What follows belongs to an exercise in optimizing a design on an open flow for small area; a production flow would make more cautious choices. Only simulation tests tie the RTL to the original design; equivalence was not proved. Power and IR drop assume default switching activity.

===== flow/flow/run.sh =====
#!/bin/bash
# ORFS layout (the standard.sh) with these changes:
#  - synthesis maps with an area-only ABC script (flow/abc.script) and
#    leaves adders as plain gates (no full-adder cell extraction);
#  - ports get minimum-size buffers (buf_1);
#  - CTS uses clkbuf_8 and no dummy loads;
#  - after global routing, gates with positive slack are downsized
#    (RECOVER_POWER), then repair_design fixes any slew/cap limit.
set -uo pipefail
rm -rf scripts_mod
cp -r "$FLOW_HOME/scripts" scripts_mod
cp flow/abc.script scripts_mod/abc_area.script
python3 - <<'PY'
p = 'scripts_mod/util.tcl'
s = open(p).read()
old = """  log_cmd repair_timing {*}$additional_args
  report_tns
  report_wns
  report_power
}"""
new = """  log_cmd repair_timing {*}$additional_args
  repair_design_helper
  log_cmd detailed_placement
  report_tns
  report_wns
  report_power
}"""
assert s.count(old) == 1
open(p, 'w').write(s.replace(old, new))
PY
bash standard.sh SCRIPTS_DIR="$PWD/scripts_mod" ABC_AREA=1 ADDER_MAP_FILE= RECOVER_POWER=100 \
  "BUFFER_PORTS_ARGS=-buffer_cell sky130_fd_sc_hd__buf_1" \
  "CTS_ARGS=-sink_clustering_enable -repair_clock_nets -buf_list sky130_fd_sc_hd__clkbuf_8 -dont_use_dummy_load" \
  finish > standard.log 2>&1

===== flow/flow/abc.script =====
strash
dch
amap

===== flow/standard.sh =====
#!/bin/bash
# synth_recipe.tcl (not shown) runs the flow's synth.tcl, then flattens the netlist and writes it again
# the make line also repeats each setting of config.mk as NAME=value (left out here)
make -C /OpenROAD-flow-scripts/flow DESIGN_CONFIG=/design/flow/config.mk WORK_HOME=/design/flow/orfs CLKGATE_MAP_FILE= SYNTH_SCRIPT=/design/flow/synth_recipe.tcl "${@:-finish}"

===== flow/config.mk =====
export PLATFORM = sky130hd
export DESIGN_NAME = cpu8
export DESIGN_NICKNAME = cpu8
export VERILOG_FILES = /design/flow/design.v
export SDC_FILE = /design/flow/constraint.sdc
export NUM_CORES = 4
export LEC_CHECK = 0
export ABC_AREA = 1
export CAP_MARGIN = 0
export CORE_MARGIN = 2
export CORE_UTILIZATION = 50
export GPL_TIMING_DRIVEN = 1
export SLEW_MARGIN = 0

===== flow/constraint.sdc =====
create_clock -name core_clock -period 7.0 [get_ports {clk}]
set_input_delay 1.4000 -clock core_clock [delete_from_list [all_inputs] [get_ports {clk}]]
set_output_delay 1.4000 -clock core_clock [all_outputs]
set_load 0.01 [all_outputs]

===== flow/design.v =====
`timescale 1ns / 1ps
module cpu8(
	input clk,
	input rst,                  
	output [7:0] imem_addr,     
	input [15:0] imem_data,     
	output [7:0] dmem_addr,
	output [7:0] dmem_wdata,
	output dmem_we,
	input [7:0] dmem_rdata,     
	input [7:0] dip,            
	output [7:0] result         
	);
wire [15:0] i = imem_data;
wire       msb = i[15];
wire [3:0] a1  = i[14:11];
wire [4:0] lo  = i[10:6];       
wire [2:0] in1 = i[5:3];
wire [2:0] in2 = i[2:0];
wire [2:0] ls  = i[10:8];
wire [7:0] imm = i[7:0];
wire a1_0 = (a1 == 4'd0);
wire a1_6 = (a1 == 4'd6);
wire a1_8 = (a1 == 4'd8);
wire a1_9 = (a1 == 4'd9);
wire ldsel = a1_6 | (a1 == 4'd7) | a1_9;
wire isLoad  = msb & ldsel;
wire isStore = msb & a1_8;
wire isJump  = msb & ~a1[3] & ~(a1[2] & a1[1]);
wire [31:0] lod = 32'd1 << lo;
wire [31:0] opd = a1_0 ? lod : 32'd0;
wire op_196  = a1_6 & lod[4];
wire sel_sum = opd[1] | opd[3] | opd[15] | opd[16];
wire sel_p   = opd[4] | opd[5] | opd[8] | opd[18];
wire sel_g   = opd[2] | opd[4];
wire sel_b   = opd[6];
wire sel_d1  = opd[20] | op_196;
wire sel_sh  = opd[9] | opd[10] | opd[11] | opd[12] | opd[13] | opd[14];
wire op_shr  = opd[9] | opd[10];
wire op_shl  = opd[11] | opd[12];
wire op_rot  = opd[13] | opd[14];
wire known   = opd[0] | sel_sum | sel_p | sel_g | sel_b | sel_d1 | sel_sh;
wire sel_3   = ~known;
wire rw = ldsel | (opd[1] | opd[2] | opd[3] | opd[4] | opd[5] | opd[6] | opd[8]
                   | sel_sh | opd[15] | opd[16] | opd[20]);
reg [63:0] rf;                  
wire [2:0] raad = a1[3] ? ls : in1;
wire [7:0] d1 = rf[8*raad +: 8];
wire [7:0] rb = rf[8*in2 +: 8];
wire use_b = ~lo[3] & (~lo[4] | lo[2]);
wire inv_b = (lo[4] & ~lo[1]) | (lo[0] & lo[1] & ~lo[2]) | (lo[3] & ~lo[0]);
wire cin   = lo[1] | lo[2];
wire [7:0] b = ({8{use_b}} & rb) ^ {8{inv_b}};
wire [7:0] p = d1 ^ b;
wire [7:0] g = d1 & b;
wire [8:0] sum = {1'b0, d1} + {1'b0, b} + {8'd0, cin};
wire [2:0] n = in2;
wire right = op_shr | opd[14];
wire [2:0] k = right ? (3'd0 - n) : n;
wire [7:0] s1 = k[0] ? {d1[6:0], d1[7]}   : d1;
wire [7:0] s2 = k[1] ? {s1[5:0], s1[7:6]} : s1;
wire [7:0] rot = k[2] ? {s2[3:0], s2[7:4]} : s2;
wire [7:0] th = 8'hff << n;                  
wire [7:0] thr = {th[0], th[1], th[2], th[3], th[4], th[5], th[6], th[7]};
wire [7:0] mask = ~({8{op_shl}} & ~th) & ~({8{op_shr}} & ~thr);
wire [7:0] shres = rot & mask;
wire [7:0] res = ({8{sel_sum}} & sum[7:0]) | ({8{sel_p}} & p) | ({8{sel_g}} & g)
               | ({8{sel_b}} & rb) | ({8{sel_d1}} & d1) | ({8{sel_sh}} & shres)
               | {6'd0, sel_3, sel_3};
assign result = res;
reg fz, fc, fs, fo;
wire nz = (n != 3'd0);
wire setzs = sel_sum | opd[2] | opd[4] | opd[5] | sel_sh | opd[20];
wire [7:0] zsrc = opd[20] ? sum[7:0] : res;
wire zn = (zsrc == 8'd0);
wire sn = zsrc[7];
wire c_add = opd[1] | opd[15];       
wire c_dec = opd[16];                
wire c_keep = ~(c_add | c_dec | opd[2] | opd[4] | opd[5] | op_shr | op_shl | op_rot);
wire cn = (c_add & sum[8]) | (c_dec & ~sum[8]) | (c_keep & fc)
        | (op_shr & nz & rot[7]) | (op_shl & nz & rot[0]) | (op_rot & res[7]);
wire o_keep = ~(c_add | c_dec | opd[3] | opd[20] | opd[2] | opd[4] | opd[5] | op_shr | op_shl | op_rot);
wire on = (c_add & sum[8]) | (c_dec & ~sum[8]) | ((opd[3] | opd[20]) & fc) | (o_keep & fo)
        | ((op_shr | op_shl) & (res[7] ^ d1[7])) | (op_rot & d1[7]);
always @(posedge clk) begin
	if (rst) begin
		fz <= 1'b0; fc <= 1'b0; fs <= 1'b0; fo <= 1'b0;
	end else begin
		if (setzs) begin fz <= zn; fs <= sn; end
		fc <= cn; fo <= on;
	end
end
wire [2:0] wa = isLoad ? ls : in1;
wire [7:0] wd = isLoad ? (a1_6 ? imm : a1_9 ? dip : dmem_rdata) : res;
wire [63:0] init = {8'd7, 8'd6, 8'd5, 8'd3, 8'd3, 8'd11, 8'd9, 8'd4};
wire [7:0] wd0 = wd & ~{8{rst}};
wire [7:0] wd1 = wd | {8{rst}};
wire [7:0] wsel = 8'd1 << wa;
genvar wk, bb;
generate for (wk = 0; wk < 8; wk = wk + 1) begin : wr
	wire en = rst | (rw & wsel[wk]);
	for (bb = 0; bb < 8; bb = bb + 1) begin : bt
		always @(posedge clk) if (en) rf[8*wk+bb] <= init[8*wk+bb] ? wd1[bb] : wd0[bb];
	end
end endgenerate
reg [7:0] pc;
reg take;
always @(*) begin
	case (a1[2:0])
	3'd0: take = fz;
	3'd1: take = fc;
	3'd2: take = ~fc & ~fz;
	3'd3: take = fs ^ fo;
	3'd4: take = ~(fs ^ fo) & ~fz;
	default: take = 1'b1;
	endcase
end
always @(posedge clk) begin
	if (rst)                 pc <= 8'd0;
	else if (isJump & take)  pc <= imm;
	else                     pc <= pc + 8'd1;
end
assign imem_addr = pc;
assign dmem_addr = imm;
assign dmem_wdata = d1;
assign dmem_we = isStore;
endmodule

==> impl_metrics.ini, run 1 <==
[route]
drt-wirelength-per-cell_um = 22.4
drt-total-wl_um = 18500
vias = 5747
first_iter_violations = 797
dr.pass1.iters = 5
drc = 0
drt.antenna.violating_nets = 0
avgViaCountPerCell = 6.96

[pwr]
power.density_mw_per_mm2 = 198
power.total_mw = 1.15
power_leakage_nw = 1.90
ir_drop_mv = 0.126

[clock_network]
clk_pin_slew_ns = 0.07
h-tree-depth = 3
cts_root_buf = clkbuf_8
cts_tree = done
clock_sinks = 76
numCtsBuffers = 9
cts_buffer_depth = 2
insertion_delay_ns = 0.35

[status]
status = no timing/DRC/antenna violations

[sta]
worst_pin_slew_ns = 0.891
final_max_slew_viol_count = 0
fin_tns_setup_ns = 0
setup_viol = 0
rsz0062_at_grt = no
fin_crit_sh = 0.942
skew_ns = 0.0238
fmax_mhz = 152
hold_viol = 0
min_period_ns = 6.59
timing.hold.ws_ns = 0.515
maxSlewHeadroom = 0.401

[setup_path]
worstPathArrival_ns = 5.19
cp-end-kind = primary output
path_max_fanout = 21
critPathKind = primary input to primary output
cp.required_ns = 5.60
start_kind = primary input

[worst_hold_path]
worstHoldPathType = flip-flop to flip-flop

[die]
floorplan.core_area_mm2 = 0.00982
dieWidth_um = 105
io_pins = 67
initial_core_util = 0.516
dieArea_mm2 = 0.0110
rows = 36
die_y_um = 105

[synth]
syn_nets = 620
yosys_warnings = 1
synth.distinct_cells = 41
ys_seq_elements = 76
synth.cell_area_mm2 = 0.00507
ys_seq_area_frac = 0.426
synth_area_per_cell_um2 = 8.65
synthCells = 586

[final_layout]
syn2layout_area_growth_pct = 14.7
antennaDiodeCount = 0
final_layout_size_suffix_gt1_frac = 0.0592
most-common-layout-cells = 95 x nor2_1, 72 x o22ai_1, 64 x buf_1, 64 x edfxtp_1, 49 x clkinv_1
layout_commonest_cell = nor2_1
finalNonFillerCells = 826
num-nets-final = 729
n_fill_cell = 949

[placement]
portBuffers = 66
placed_cells_incl_taps = 816
gp_congestion = 0.949
dp_hpwl_um = 13400

[global_route]
grt_pass1_wl_um = 28000
grt_max_degree = 44
antenna_found_initial = 0
grt_pass1_vias = 5150
grtUsageTotal = 0.331
grt-ovfl-total = 0

[job]
maxCapViolations = 0
==> worst max-delay path, stage by stage <==
cell	delay, ns
buf_1	0.20
inv_2	0.13
o22ai_2	0.28
buf_4	0.32
o22ai_1	0.12
a22o_1	0.24
o32ai_1	0.18
clkinv_1	0.25
nor2_1	0.27
a21o_1	0.17
nor3_1	0.07
a211oi_1	0.35
clkinv_1	0.17
a41oi_1	0.39
a31oi_1	0.17
o21ai_1	0.27
buf_1	0.19
==> logic make-up (layout without fill, tap and decap cells) <==
group	after synthesis	count (layout)	synth area share
AO/OA/AOI/OAI	270	270	0.371
AND/OR/NAND/NOR	180	180	0.152
flip-flops	76	76	0.426
buffers and inverters	60	167	0.0503
==> synthesized netlist by cell type, drive strengths merged <==
library cell,n,area (µm²)
o31ai,2,15.0
a221oi,11,96.3
nor3,13,65.1
nand2,37,139
or3,4,25.0
a32oi,4,35.0
o221ai,16,140
o211ai,1,7.51
o22a,12,105
dfxtp,12,240
and3,3,18.8
nand4,2,12.5
or4,1,7.51
a221o,1,10.0
o22ai,73,457
o311ai,2,17.5
nor2,95,357
a222oi,2,20.0
o2111ai,4,35.0
a2111o,1,11.3
o21a,2,15.0
nand2b,2,12.5
a211oi,7,52.6
o32ai,6,52.6
edfxtp,64,1920
a22o,3,26.3
o21ai,27,135
a31oi,6,37.5
a32o,4,40.0
a22oi,46,345
and2,2,12.5
or2,6,37.5
a2111oi,2,17.5
a21oi,32,160
o2111a,1,11.3
a21o,3,22.5
nand3,8,40.0
nor4,7,43.8
a41oi,2,17.5
buf,8,60.1
clkinv,52,195
==> repair_timing <==
item	CTS	global route
resized for setup	0	4
endpoints found under the hold margin	0	0
endpoints found under the setup margin	0	3
hold buffers	0	0
buffers inserted	0	0
==> flip-flops by register name, summed over array words and instances (netlist names) <==
signal,cells
fo,1
rf,64
fs,1
pc,8
fz,1
fc,1
==> final timing paths <==
kind                                   to  cells past startpoint  slack, ns     startpoint
worst max-delay path            result[7]                     17       0.41  imem_data[14]
worst min-delay path                   fz                      2       0.51             fz
worst max register to register     rf[31]                     17       2.72         rf[48]
worst min register to register         fz                      2       0.51             fz
==> metrics by stage <==
| stage | utilization | instance area [µm²] | setup slack, ns |
|---|---|---|---|
| finish | 0.592 | 5820 | 0.407 |
| global route | 0.592 | 5820 | 0.0927 |
| CTS | 0.596 | 5850 | 0.158 |
| detailed placement | 0.583 | 5730 | 0.203 |
| global placement | 0.583 | 5730 | 0.379 |
| floorplan | - | 5080 | 0.295 |
==> final cells by class <==
type	count	area [µm²]	share of cell area
multi-input cells	450	2660	0.457
flip-flops and latches	76	2160	0.372
clock buffers	9	124	0.0213
inverters	52	201	0.0346
well taps	133	166	0.0286
repair buffers	106	503	0.0865
==> power breakdown <==
| group | switching [mW] | leakage (nW) | internal [mW] |
|---|---|---|---|
| Combinational | 0.238 | 1.09 | 0.116 |
| Clock | 0.145 | 0.0647 | 0.115 |
| Sequential | 0.0172 | 0.749 | 0.523 |
| Total | 0.400 | 1.90 | 0.753 |
==> layer usage <==
metal,vias up,GRT usage,part of all wire
met5,-,0,0
met4,0,0.162,0.046
met3,68,0.0792,0.12
met2,423,0.484,0.43
met1,2663,0.459,0.41
li1,2593,-,-
==> run 2, diff against run 1 <==
--- a/flow/config.mk
+++ b/flow/config.mk
@@ -8,6 +8,6 @@
 export ABC_AREA = 1
-export CAP_MARGIN = 0
+export CAP_MARGIN = 20
 export CORE_MARGIN = 2
 export CORE_UTILIZATION = 50
-export GPL_TIMING_DRIVEN = 1
-export SLEW_MARGIN = 0
+export GPL_TIMING_DRIVEN = 0
+export SLEW_MARGIN = 20
==> impl_metrics.ini, run 2 <==
[final_layout]
syn2layout_area_growth_pct = 16.2
reg_top3 = rf (64), pc (8)
largest_register_ffs = 64
num-nets-final = 709
final_cell_area_mm2 = 0.00589
most-common-layout-cells = 95 x nor2_1, 66 x o22ai_1, 64 x edfxtp_1
finalNonFillerCells = 806
largest_register = rf
final_layout_size_suffix_gt1_frac = 0.0877
antennaDiodeCount = 0
layout_commonest_cell = nor2_1

[synth]
synth_most_common_cell = nor2_1
ys_seq_area_frac = 0.426
netlist.area_leader.share = 0.379
synth.cell_area_mm2 = 0.00507
synth_top_flop_cell = edfxtp_1
synthCells = 586
syn_nets = 620
yosys_warnings = 1
synth_edf_count = 64
synth.distinct_cells = 41
synthArstFlopShare = 0
ys_seq_elements = 76
synth_area_per_cell_um2 = 8.65
synth_common_cells = 95 x nor2_1, 73 x o22ai_1, 64 x edfxtp_1, 52 x clkinv_1, 46 x a22oi_1
synth_top_cell_by_area = edfxtp_1
synthTopCellsByArea = edfxtp_1 38%, o22ai_1 9.0%, nor2_1 7.0%, a22oi_1 6.8%, dfxtp_1 4.7%

[placement]
dp_hpwl_um = 12700
placed_area_mm2 = 0.00560
pre_cts_slack_ns = -1.32
gp_congestion = 0.922
placed_cells_incl_taps = 794
portBuffers = 66

[global_route]
grt_pass1_wl_um = 27700
antenna_found_initial = 0
grtUsageTotal = 0.328
grt_max_degree = 44
grt_pass1_vias = 5047
grt-ovfl-total = 0

[sta]
fin_tns_setup_ns = 0
fin_ws_ns = 0.163
min_period_ns = 6.84
hold_viol = 0
setup_viol = 0
fin_crit_sh = 0.977
maxSlewHeadroom = 0.297
fmax_mhz = 146
rsz0062_at_grt = yes
skew_ns = 0.0197
worst_pin_slew_ns = 1.05
final_max_slew_viol_count = 0

[clock_network]
holdBufCountCts = 0
clk_pin_slew_ns = 0.06
cts_buffer_depth = 2
h-tree-depth = 3
insertion_delay_ns = 0.35
cts_tree = done
cts_root_buf = clkbuf_8
numCtsBuffers = 9
clock_sinks = 76

[die]
dieArea_mm2 = 0.0110
floorplan.core_area_mm2 = 0.00982
die_y_um = 105
rows = 36
dieWidth_um = 105
initial_core_util = 0.516
io_pins = 67

[pwr]
power.total_mw = 1.15
power_leakage_nw = 1.92
swShare = 0.349
switching_power_mw = 0.403
ir_drop_mv = 0.141
p_comb_frac = 0.310
pwr-share-seq = 0.466
power.density_mw_per_mm2 = 196
pwr-share-clk = 0.223
p_int_mw = 0.752

[setup_path]
critPathKind = primary input to primary output
start_kind = primary input
reg2reg_from = rf[32]
cp.required_ns = 5.60
worstPathArrival_ns = 5.44
startpoint = imem_data[14]
path_max_fanout = 16
cp-end-kind = primary output

[job]
maxCapViolations = 0

[route]
first_iter_violations = 657
vias = 5653
drt-total-wl_um = 18300
avgViaCountPerCell = 7.01
drt.antenna.violating_nets = 0
drc = 0
dr.pass1.iters = 5
drt-wirelength-per-cell_um = 22.7

[status]
status = no timing/DRC/antenna violations

[worst_hold_path]
worstHoldPathType = flip-flop to flip-flop
worstHoldStart = fz
[run 2: cell types whose count changed in the layout (fill, tap and decap cells not counted), moves of 6 or more]
| cell | change |
|---|---|
| clkbuf_1 | -10 |
| o21ai_0 | -8 |
| o21ai_1 | +7 |
| buf_1 | -7 |
| o22ai_1 | -6 |
| buf_4 | -12 |
| clkinv_1 | -6 |
[run 2: per-layer routing]
layer	part of all wire	GRT usage	wire (µm)	up-vias
met5	0	0	0	-
met4	0.039	0.155	721	0
met3	0.11	0.0717	2000	51
met2	0.45	0.500	8170	366
met1	0.40	0.446	7400	2679
li1	-	-	-	2557
[run 2: final timing paths]
kind | depth (start not counted) | end | slack [ns]
setup reg to reg | 20 | fo | 2.65
hold reg to reg | 2 | fz | 0.52
setup / recovery | 11 | result[0] | 0.16
hold / removal | 2 | fz | 0.52
[run 2: metrics by stage]
stage          hold slack [ns]   util
5_1_grt                  0.559  0.600
6_report                 0.524  0.600
3_3_place_gp             0.497  0.559
3_5_place_dp             0.492  0.570
2_1_floorplan            0.462      -
4_1_cts                  0.521  0.595
[run 2: area by class of cell]
class	instances	area [µm²]
fill	935	3930
multi-input combinational	451	2790
sequential	76	2160
timing repair buffer	77	369
inverter	52	223
tap	133	166
clock buffer	9	124
buffer	8	60.1
[run 2: power by group through the flow]
stage	clock [mW]	sequential, mW	combinational [mW]
6_report	0.258	0.539	0.358
3_3_place_gp	0	0.547	0.318
3_5_place_dp	0	0.548	0.330
5_1_grt	0.281	0.541	0.385
4_1_cts	0.259	0.538	0.343
2_1_floorplan	0	0.546	0.215
[run 2: cells by family (layout without fill, tap and decap cells)]
kind of cell           after synthesis  count (layout)  share of synthesized area
AOI/OAI and AO/OA                  270             271                      0.371
and+or+nand+nor                    180             180                      0.152
DFF                                 76              76                      0.426
buffers and inverters               60             146                     0.0503
[run 2: worst max-delay path, stage by stage]
cell	delay, ns
buf_2	0.28
inv_4	0.16
o22ai_2	0.64
a221oi_1	0.19
o32ai_1	0.84
clkinv_1	0.43
o22ai_1	0.29
o22a_1	0.19
o22ai_1	0.11
o31ai_1	0.68
buf_1	0.21
[run 2: what timing repair did]
action	in CTS	in global routing
endpoints found under the hold margin	0	0
endpoints found under the setup margin	28	8
buffers inserted	2	0
resized for setup	22	17
gates cloned	1	0
pin swaps	1	0
==> run 3, diff against run 2 <==
--- a/flow/config.mk
+++ b/flow/config.mk
@@ -11,3 +11,3 @@
 export CORE_UTILIZATION = 50
-export GPL_TIMING_DRIVEN = 0
+export GPL_TIMING_DRIVEN = 1
 export SLEW_MARGIN = 20
==> impl_metrics.ini, run 3 <==
[status]
status = no timing/DRC/antenna violations

[clock_network]
numCtsBuffers = 9
clock_sinks = 76
cts_root_buf = clkbuf_8
h-tree-depth = 3
cts_buffer_depth = 2
clk_pin_slew_ns = 0.08
insertion_delay_ns = 0.35
post_cts_resize_count = 0
cts_tree = done
cts_setup_buffers = 0
holdBufCountCts = 0

[pwr]
ir_drop_mv = 0.128
power_leakage_nw = 1.90
power.density_mw_per_mm2 = 198

[route]
avgViaCountPerCell = 6.88
drt-wirelength-per-cell_um = 22.3
first_iter_violations = 759
drc = 0
drt-total-wl_um = 18400
drt.antenna.violating_nets = 0
dr.pass1.iters = 6
vias = 5672

[synth]
synth_most_common_cell = nor2_1
synth.cell_area_mm2 = 0.00507
synth_top_flop_cell = edfxtp_1
synth_top_cell_by_area = edfxtp_1
synthTopCellsByArea = edfxtp_1 38%, o22ai_1 9.0%, nor2_1 7.0%, a22oi_1 6.8%, dfxtp_1 4.7%
yosys_warnings = 1
netlist.area_leader.share = 0.379
ys_seq_area_frac = 0.426
synthCells = 586
synthArstFlopShare = 0
ys_seq_elements = 76
syn_nets = 620
synth.distinct_cells = 41
synth_common_cells = 95 x nor2_1, 73 x o22ai_1, 64 x edfxtp_1, 52 x clkinv_1, 46 x a22oi_1
synth_area_per_cell_um2 = 8.65
synth_edf_count = 64

[die]
dieWidth_um = 105
die_y_um = 105
io_pins = 67
initial_core_util = 0.516
floorplan.core_area_mm2 = 0.00982
rows = 36
dieArea_mm2 = 0.0110

[sta]
fin_tns_setup_ns = 0
worst_pin_slew_ns = 0.915
fmax_mhz = 151
maxSlewHeadroom = 0.390
rsz0062_at_grt = no
skew_ns = 0.0238
setup_viol = 0
hold_viol = 0
fin_crit_sh = 0.944
final_max_slew_viol_count = 0
min_period_ns = 6.61

[final_layout]
antennaDiodeCount = 0
reg_top3 = rf (64), pc (8)
largest_register_ffs = 64
num-nets-final = 728
final_layout_size_suffix_gt1_frac = 0.0592
syn2layout_area_growth_pct = 14.6
fin_util = 0.592
most-common-layout-cells = 95 x nor2_1, 72 x o22ai_1, 64 x buf_1, 64 x edfxtp_1, 49 x clkinv_1
layout_commonest_cell = nor2_1
largest_register = rf
n_fill_cell = 951

[setup_path]
cp-end-kind = primary output
reg2reg_from = rf[48]
path_max_fanout = 21
path_cells = buf_1, inv_2, o22ai_2, buf_4, o22ai_1, a22o_1, o32ai_1, clkinv_1, nor2_1, a21o_1, nor3_1, a211oi_1, clkinv_1, a41oi_1, a31oi_1, o21ai_1, buf_1
cp_slowest_cell = a41oi_1
cp.required_ns = 5.60
start_kind = primary input
startpoint = imem_data[14]
worstPathArrival_ns = 5.21
r2r_cells = 17
cpPeakStageDelay_ns = 0.39
critPathKind = primary input to primary output

[global_route]
antenna_found_initial = 0
grt_max_degree = 44
grt_pass1_vias = 5150
grt_pass1_wl_um = 28000
grt-ovfl-total = 0
grtUsageTotal = 0.331

[worst_hold_path]
worstHoldPathType = flip-flop to flip-flop
worstHoldStart = fz
min_delay_path_depth = 2

[placement]
portBuffers = 66
dp_hpwl_um = 13400
gp_congestion = 0.949

[job]
maxCapViolations = 0
run 3: report_power, final:
group,switching (mW),internal (mW)
logic,0.237,0.115
clock network,0.146,0.115
registers,0.0172,0.523
run 3: kinds of logic (layout without fill, tap and decap cells):
| family | after synthesis | in the layout | share of synthesized area |
|---|---|---|---|
| buffers and inverters | 60 | 166 | 0.0503 |
| AO/OA/AOI/OAI | 270 | 270 | 0.371 |
| flip-flops | 76 | 76 | 0.426 |
| AND/OR/NAND/NOR | 180 | 180 | 0.152 |
run 3: worst paths after layout:
path | to | slack (ns)
max | result[7] | 0.39
max reg2reg | rf[31] | 2.72
min | fz | 0.52
min reg2reg | fz | 0.52
run 3: metrics by stage:
| stage | power, mW | instances | hold slack, ns | instance area [µm²] | setup slack [ns] |
|---|---|---|---|---|---|
| 2_1_floorplan | 0.760 | 586 | 0.462 | 5080 | 0.295 |
| 3_5_place_dp | 0.893 | 816 | 0.495 | 5730 | 0.203 |
| 4_1_cts | 1.15 | 825 | 0.513 | 5850 | 0.158 |
| 6_report | 1.15 | 825 | 0.515 | 5810 | 0.390 |
| 5_1_grt | 1.20 | 825 | 0.573 | 5810 | 0.0927 |
| 3_3_place_gp | 0.887 | 816 | 0.487 | 5730 | 0.379 |
run 3: cell type report:
type	count	area [µm²]	area share
sequential	76	2160	0.372
clock buffer	9	124	0.0213
timing repair buffer	105	495	0.0852
inverter	52	201	0.0347
multi-input combinational	450	2660	0.458
tap	133	166	0.0286
run 3: critical path, delay by kind of cell:
kind / cells / cell delay (ns)
buffers and inverters: 6 / 1.25
AOI/OAI and AO/OA: 9 / 2.18
and+or+nand+nor: 2 / 0.34
run 3: per-layer routing:
layer,vias to the layer above,track usage,part of all wire
met4,0,0.162,0.044
met2,419,0.484,0.43
met5,-,0,0
li1,2589,-,-
met1,2610,0.459,0.41
met3,54,0.0792,0.11
==> run 4, diff against run 3 <==
--- a/flow/flow/run.sh
+++ b/flow/flow/run.sh
@@ -30,3 +30,3 @@
 PY
-bash standard.sh SCRIPTS_DIR="$PWD/scripts_mod" ABC_AREA=1 ADDER_MAP_FILE= RECOVER_POWER=100 \
+bash standard.sh "MIN_BUF_CELL_AND_PORTS=sky130_fd_sc_hd__buf_1 A X" SCRIPTS_DIR="$PWD/scripts_mod" ABC_AREA=1 ADDER_MAP_FILE= RECOVER_POWER=100 \
   "BUFFER_PORTS_ARGS=-buffer_cell sky130_fd_sc_hd__buf_1" \
==> impl_metrics.ini, run 4 <==
[status]
status = no timing/DRC/antenna violations

[final_layout]
syn2layout_area_growth_pct = 15.4
layout_commonest_cell = nor2_1
final_layout_size_suffix_gt1_frac = 0.0516
reg_top3 = rf (64), pc (8)
num-nets-final = 734
largest_register_ffs = 64
antennaDiodeCount = 0
most-common-layout-cells = 95 x nor2_1, 72 x o22ai_1, 64 x buf_1, 64 x edfxtp_1, 51 x clkinv_1
largest_register = rf

[synth]
netlist.area_leader.share = 0.381
synthTopCellsByArea = edfxtp_1 38%, o22ai_1 9.1%, nor2_1 7.1%, a22oi_1 6.9%, dfxtp_1 4.8%
synth_common_cells = 95 x nor2_1, 73 x o22ai_1, 64 x edfxtp_1, 52 x clkinv_1, 46 x a22oi_1
synth_top_cell_by_area = edfxtp_1
synth_top_flop_cell = edfxtp_1
ys_seq_area_frac = 0.429
synth_most_common_cell = nor2_1
synthCells = 586
synth.cell_area_mm2 = 0.00504
synth_edf_count = 64
synth.distinct_cells = 41
ys_seq_elements = 76
syn_nets = 620
yosys_warnings = 1
synth_area_per_cell_um2 = 8.60
synthArstFlopShare = 0

[route]
avgViaCountPerCell = 6.88
first_iter_violations = 685
dr.pass1.iters = 5
drt-wirelength-per-cell_um = 22.2
drt.antenna.violating_nets = 0
vias = 5715
drc = 0
drt-total-wl_um = 18500

[worst_hold_path]
worstHoldPathType = flip-flop to flip-flop

[setup_path]
critPathKind = primary input to primary output
start_kind = primary input
cp.required_ns = 5.60
worstPathArrival_ns = 5.36
cp-end-kind = primary output
path_max_fanout = 17

[pwr]
power.total_mw = 1.15
power.density_mw_per_mm2 = 197
pwr-share-clk = 0.219
p_int_mw = 0.751
ir_drop_mv = 0.133
power_leakage_nw = 1.89
swShare = 0.344
pwr-share-seq = 0.473
switching_power_mw = 0.394
p_comb_frac = 0.308

[sta]
fmax_mhz = 148
maxSlewHeadroom = 0.325
setup_viol = 0
final_max_slew_viol_count = 0
hold_viol = 0
fin_crit_sh = 0.966
fin_tns_setup_ns = 0
skew_ns = 0.0316
worst_pin_slew_ns = 1.00
rsz0062_at_grt = no
min_period_ns = 6.76

[clock_network]
clock_sinks = 76
holdBufCountCts = 0
cts_tree = done
insertion_delay_ns = 0.35
h-tree-depth = 3
numCtsBuffers = 9
cts_root_buf = clkbuf_8
post_cts_resize_count = 0
cts_buffer_depth = 2
clk_pin_slew_ns = 0.07
cts_setup_buffers = 0

[job]
maxCapViolations = 0

[placement]
gp_congestion = 0.973
dp_hpwl_um = 14000
portBuffers = 66

[die]
floorplan.core_area_mm2 = 0.00977
rows = 36
initial_core_util = 0.516
io_pins = 67
die_y_um = 104
dieWidth_um = 104
dieArea_mm2 = 0.0109

[global_route]
grt-ovfl-total = 0
antenna_found_initial = 0
grtUsageTotal = 0.335
grt_pass1_wl_um = 28500
grt_max_degree = 44
grt_pass1_vias = 5188
-- run 4: critical path, cell delays in order --
cell and delay [ns]:
buf_1 0.22, clkinv_1 0.15, o22ai_2 0.22, clkinv_2 0.26, a22oi_1 0.34, o22ai_1 0.14, o22ai_1 0.43, a21o_1 0.22
nor2_1 0.06, nor2_1 0.19, nor3_1 0.07, a211oi_1 0.40, clkinv_1 0.17, a41oi_1 0.30, a31oi_1 0.17, o21ai_0 0.40
buf_1 0.20
-- run 4: metal layers --
metal	part of all wire	GRT usage
met3	0.12	0.0620
met4	0.033	0.125
met2	0.44	0.526
met1	0.41	0.461
met5	0	0
-- run 4: cell families after synthesis --
family	count (synthesis)	synth area share
compound gates	270	0.374
buf+inv	60	0.0447
flops	76	0.429
simple gates	180	0.153
-- run 4: power groups by stage --
stage	Combinational, mW	Sequential (mW)	Clock (mW)
final	0.353	0.541	0.251
after global routing	0.380	0.544	0.271
after CTS	0.350	0.540	0.254
after detailed placement	0.348	0.550	0
after global placement	0.344	0.550	0
after floorplan	0.213	0.546	0
-- run 4: worst paths after layout --
| check | from | end | slack, ns | cells past startpoint |
|---|---|---|---|---|
| setup reg to reg | rf[32] | rf[63] | 2.44 | 16 |
| hold reg to reg | pc[0] | pc[0] | 0.56 | 1 |
| hold / removal | pc[0] | pc[0] | 0.56 | 1 |
| setup / recovery | imem_data[14] | result[7] | 0.24 | 17 |
-- run 4: final cells by class --
| type | instances | area (µm²) |
|---|---|---|
| fillers | 907 | 3960 |
| multi-input cells | 450 | 2660 |
| flip-flops and latches | 76 | 2160 |
| repair buffers | 111 | 510 |
| inverters | 52 | 196 |
| well taps | 133 | 166 |
| clock buffers | 9 | 124 |
-- run 4: stage by stage --
| step | setup slack [ns] | hold slack (ns) | util | instance area [µm²] | instances |
|---|---|---|---|---|---|
| finish | 0.241 | 0.556 | 0.595 | 5820 | 831 |
| global route | 0.00165 | 0.581 | 0.595 | 5820 | 831 |
| CTS | 0.425 | 0.549 | 0.602 | 5890 | 830 |
| detailed placement | 0.443 | 0.532 | 0.590 | 5760 | 821 |
| global placement | 0.556 | 0.489 | 0.590 | 5760 | 821 |
| floorplan | 0.295 | 0.462 | - | 5050 | 586 |
==> run 5, diff against run 4 <==
--- a/flow/flow/run.sh
+++ b/flow/flow/run.sh
@@ -30,3 +30,6 @@
 PY
-bash standard.sh "MIN_BUF_CELL_AND_PORTS=sky130_fd_sc_hd__buf_1 A X" SCRIPTS_DIR="$PWD/scripts_mod" ABC_AREA=1 ADDER_MAP_FILE= RECOVER_POWER=100 \
+DU=$(make -s -C "$FLOW_HOME" DESIGN_CONFIG="$PWD/config.mk" WORK_HOME="$PWD/du" print-DONT_USE_CELLS 2>/dev/null | sed -n 's/^DONT_USE_CELLS: //p')
+DU="$DU sky130_fd_sc_hd__buf_4 sky130_fd_sc_hd__buf_6 sky130_fd_sc_hd__buf_8 sky130_fd_sc_hd__buf_12 sky130_fd_sc_hd__buf_16"
+echo "$DU" > dont_use.txt
+bash standard.sh "DONT_USE_CELLS=$DU" SCRIPTS_DIR="$PWD/scripts_mod" ABC_AREA=1 ADDER_MAP_FILE= RECOVER_POWER=100 \
   "BUFFER_PORTS_ARGS=-buffer_cell sky130_fd_sc_hd__buf_1" \
==> impl_metrics.ini, run 5 <==
[status]
stop_stage = 1_2_yosys
status = did not finish
error = ERROR: TCL interpreter returned an error: The step that buffers pass-through wires placed cells that are on DONT_USE_CELLS: 8 sky130_fd_sc_hd__buf_4 (a module's cells ...

[synth]
yosys_warnings = 1
==> run 6, diff against run 5 <==
--- a/flow/flow/run.sh
+++ b/flow/flow/run.sh
@@ -33,3 +33,3 @@
 echo "$DU" > dont_use.txt
-bash standard.sh "DONT_USE_CELLS=$DU" SCRIPTS_DIR="$PWD/scripts_mod" ABC_AREA=1 ADDER_MAP_FILE= RECOVER_POWER=100 \
+bash standard.sh "DONT_USE_CELLS=$DU" "MIN_BUF_CELL_AND_PORTS=sky130_fd_sc_hd__buf_1 A X" SCRIPTS_DIR="$PWD/scripts_mod" ABC_AREA=1 ADDER_MAP_FILE= RECOVER_POWER=100 \
   "BUFFER_PORTS_ARGS=-buffer_cell sky130_fd_sc_hd__buf_1" \
==> impl_metrics.ini, run 6 <==
[placement]
placed_area_mm2 = 0.00582
portBuffers = 66
gp_congestion = 0.943
placed_cells_incl_taps = 817
dp_hpwl_um = 13300

[job]
maxCapViolations = 0

[pwr]
power_leakage_nw = 2.04
ir_drop_mv = 0.170
power.density_mw_per_mm2 = 192

[final_layout]
layout_commonest_cell = nor2_1
largest_register = rf
syn2layout_area_growth_pct = 19.7
n_fill_cell = 903
largest_register_ffs = 64
final_layout_size_suffix_gt1_frac = 0.0398
finalNonFillerCells = 836
fin_util = 0.617
antennaDiodeCount = 0
num-nets-final = 739
reg_top3 = rf (64), pc (8)
most-common-layout-cells = 95 x nor2_1, 72 x o22ai_1, 64 x buf_1, 64 x edfxtp_1, 49 x clkinv_1
final_cell_area_mm2 = 0.00603

[clock_network]
clk_pin_slew_ns = 0.06
insertion_delay_ns = 0.35
cts_root_buf = clkbuf_8
clock_sinks = 76
cts_tree = done
h-tree-depth = 3
holdBufCountCts = 0
cts_buffer_depth = 2
numCtsBuffers = 9

[sta]
timing.hold.ws_ns = 0.533
fmax_mhz = 152
rsz0062_at_grt = no
hold_viol = 0
maxSlewHeadroom = 0.418
worst_pin_slew_ns = 0.865
skew_ns = 0.0239
fin_crit_sh = 0.937
final_max_slew_viol_count = 0
setup_viol = 0
min_period_ns = 6.56
fin_tns_setup_ns = 0

[synth]
synthCells = 586
synth_top_flop_cell = edfxtp_1
synth_edf_count = 64
synth_area_per_cell_um2 = 8.60
syn_nets = 620
synth_common_cells = 95 x nor2_1, 73 x o22ai_1, 64 x edfxtp_1, 52 x clkinv_1, 46 x a22oi_1
synth_most_common_cell = nor2_1
yosys_warnings = 1
synth.distinct_cells = 41
synth.cell_area_mm2 = 0.00504
synth_top_cell_by_area = edfxtp_1
synthArstFlopShare = 0
ys_seq_elements = 76
netlist.area_leader.share = 0.381
ys_seq_area_frac = 0.429
synthTopCellsByArea = edfxtp_1 38%, o22ai_1 9.1%, nor2_1 7.1%, a22oi_1 6.9%, dfxtp_1 4.8%

[global_route]
grt_max_degree = 44
antenna_found_initial = 0
grt_pass1_wl_um = 28300
grt_pass1_vias = 5194
grt-ovfl-total = 0
grtUsageTotal = 0.334

[setup_path]
reg2reg_slack_ns = 2.50
worstPathArrival_ns = 5.16
reg2reg_from = rf[50]
start_kind = primary input
r2r_cells = 19
critPathKind = primary input to primary output
path_max_fanout = 12
cp-endpoint = result[6]
startpoint = imem_data[14]
cp-end-kind = primary output
reg2reg_to = rf[15]
cp.required_ns = 5.60

[route]
first_iter_violations = 591
drt-total-wl_um = 18600
drt-wirelength-per-cell_um = 22.2
dr.pass1.iters = 5
vias = 5778
drt.antenna.violating_nets = 0
drc = 0
avgViaCountPerCell = 6.91

[die]
die_y_um = 104
initial_core_util = 0.516
io_pins = 67
dieWidth_um = 104
rows = 36
floorplan.core_area_mm2 = 0.00977
dieArea_mm2 = 0.0109

[worst_hold_path]
min_delay_path_depth = 2
worstHoldPathType = flip-flop to flip-flop

[status]
status = no timing/DRC/antenna violations
-- run 6: cell families (layout without fill, tap and decap cells) --
kind of cell           after synthesis  in the layout  share of synthesized area
and+or+nand+nor                    180            180                      0.153
buffers and inverters               60            177                     0.0447
AOI/OAI and AO/OA                  270            270                      0.374
DFF                                 76             76                      0.429
-- run 6: through the flow --
stage,total power [mW],worst slack (ns)
floorplan,0.759,0.295
global placement,0.884,0.444
detailed placement,0.892,0.229
CTS,1.14,0.212
global route,1.21,0.0365
finish,1.16,0.439
-- run 6: worst min-delay path by stage --
stage / from / endpoint / slack (ns)
global placement: fz / fz / 0.50
CTS: fz / fz / 0.52
floorplan: fz / fz / 0.46
finish: fz / fz / 0.53
global route: fz / fz / 0.57
detailed placement: fz / fz / 0.49
-- run 6: routing by layer --
metal | global-route usage | vias up | share of wire
li1 | - | 2617 | -
met5 | 0 | - | 0
met1 | 0.474 | 2685 | 0.40
met2 | 0.524 | 426 | 0.45
met3 | 0.0476 | 50 | 0.12
met4 | 0.116 | 0 | 0.029
-- run 6: timing repair --
item | in CTS | in global routing
gates resized for setup | 0 | 6
hold endpoints to repair | 0 | 0
endpoints found under the setup margin | 0 | 3
buffers inserted | 0 | 5
-- run 6: worst max-delay path: stages --
cell and delay, ns:
clkbuf_1 0.22, clkinv_1 0.19, o22ai_1 0.29, clkinvlp_4 0.34, dlygate4sd2_1 0.39, o22ai_1 0.13
o22ai_1 0.22, nor2_1 0.34, a21oi_2 0.12, clkinv_1 0.11, nor2_1 0.06, a221o_1 0.31
a41oi_1 0.28, a21oi_1 0.14, a2111o_1 0.47, buf_1 0.15
-- run 6: power breakdown --
group / switching, mW / internal [mW]
clock: 0.141 / 0.115
sequential: 0.0169 / 0.523
combinational: 0.241 / 0.122
total: 0.399 / 0.760
-- run 6: final cells by class --
cell class | count | area [µm²] | area share
tap | 133 | 166 | 0.0276
multi-input combinational | 450 | 2670 | 0.443
clock buffer | 9 | 124 | 0.0205
sequential | 76 | 2160 | 0.358
timing repair buffer | 116 | 703 | 0.117
inverter | 52 | 205 | 0.0340

==> what the ideal ports hide <==
How much do the figures lean on ideal ports? The routed layouts below were timed once more, with nothing changed but the port constraints.
Step 1 (the two cells are an assumption about what drives the block):
set clk [get_ports {clk}]
set_driving_cell -lib_cell sky130_fd_sc_hd__clkbuf_16 $clk
set_driving_cell -lib_cell sky130_fd_sc_hd__buf_2 [delete_from_list [all_inputs] $clk]
Step 2 times the ports against the registers' clock, not the clock port: input delays grow and output delays shrink by t, the midpoint of the rising clock arrivals with the driver on.
Slacks: no drivers / after step 1 / after step 2; pairs: no drivers / after step 1.
run | t (ns) | setup slack, ns | worst setup path after step 2 | worst slew at a driven data input, ns
run 1 | 0.372 | 0.407 / 0.377 / 0.377 | input to output | 0.04
run 2 | 0.373 | 0.163 / 0.134 / 0.134 | input to output | 0.04
run 3 | 0.374 | 0.390 / 0.360 / 0.360 | input to output | 0.04
run 4 | 0.366 | 0.241 / 0.209 / 0.209 | input to output | 0.04
run 6 | 0.371 | 0.439 / 0.415 / 0.415 | input to output | 0.04
After both steps setup and hold are still met in every run listed. For run 4, which loses most, drivers alone change the setup slack by -0.032 ns; drivers and shift together by -0.032 ns.
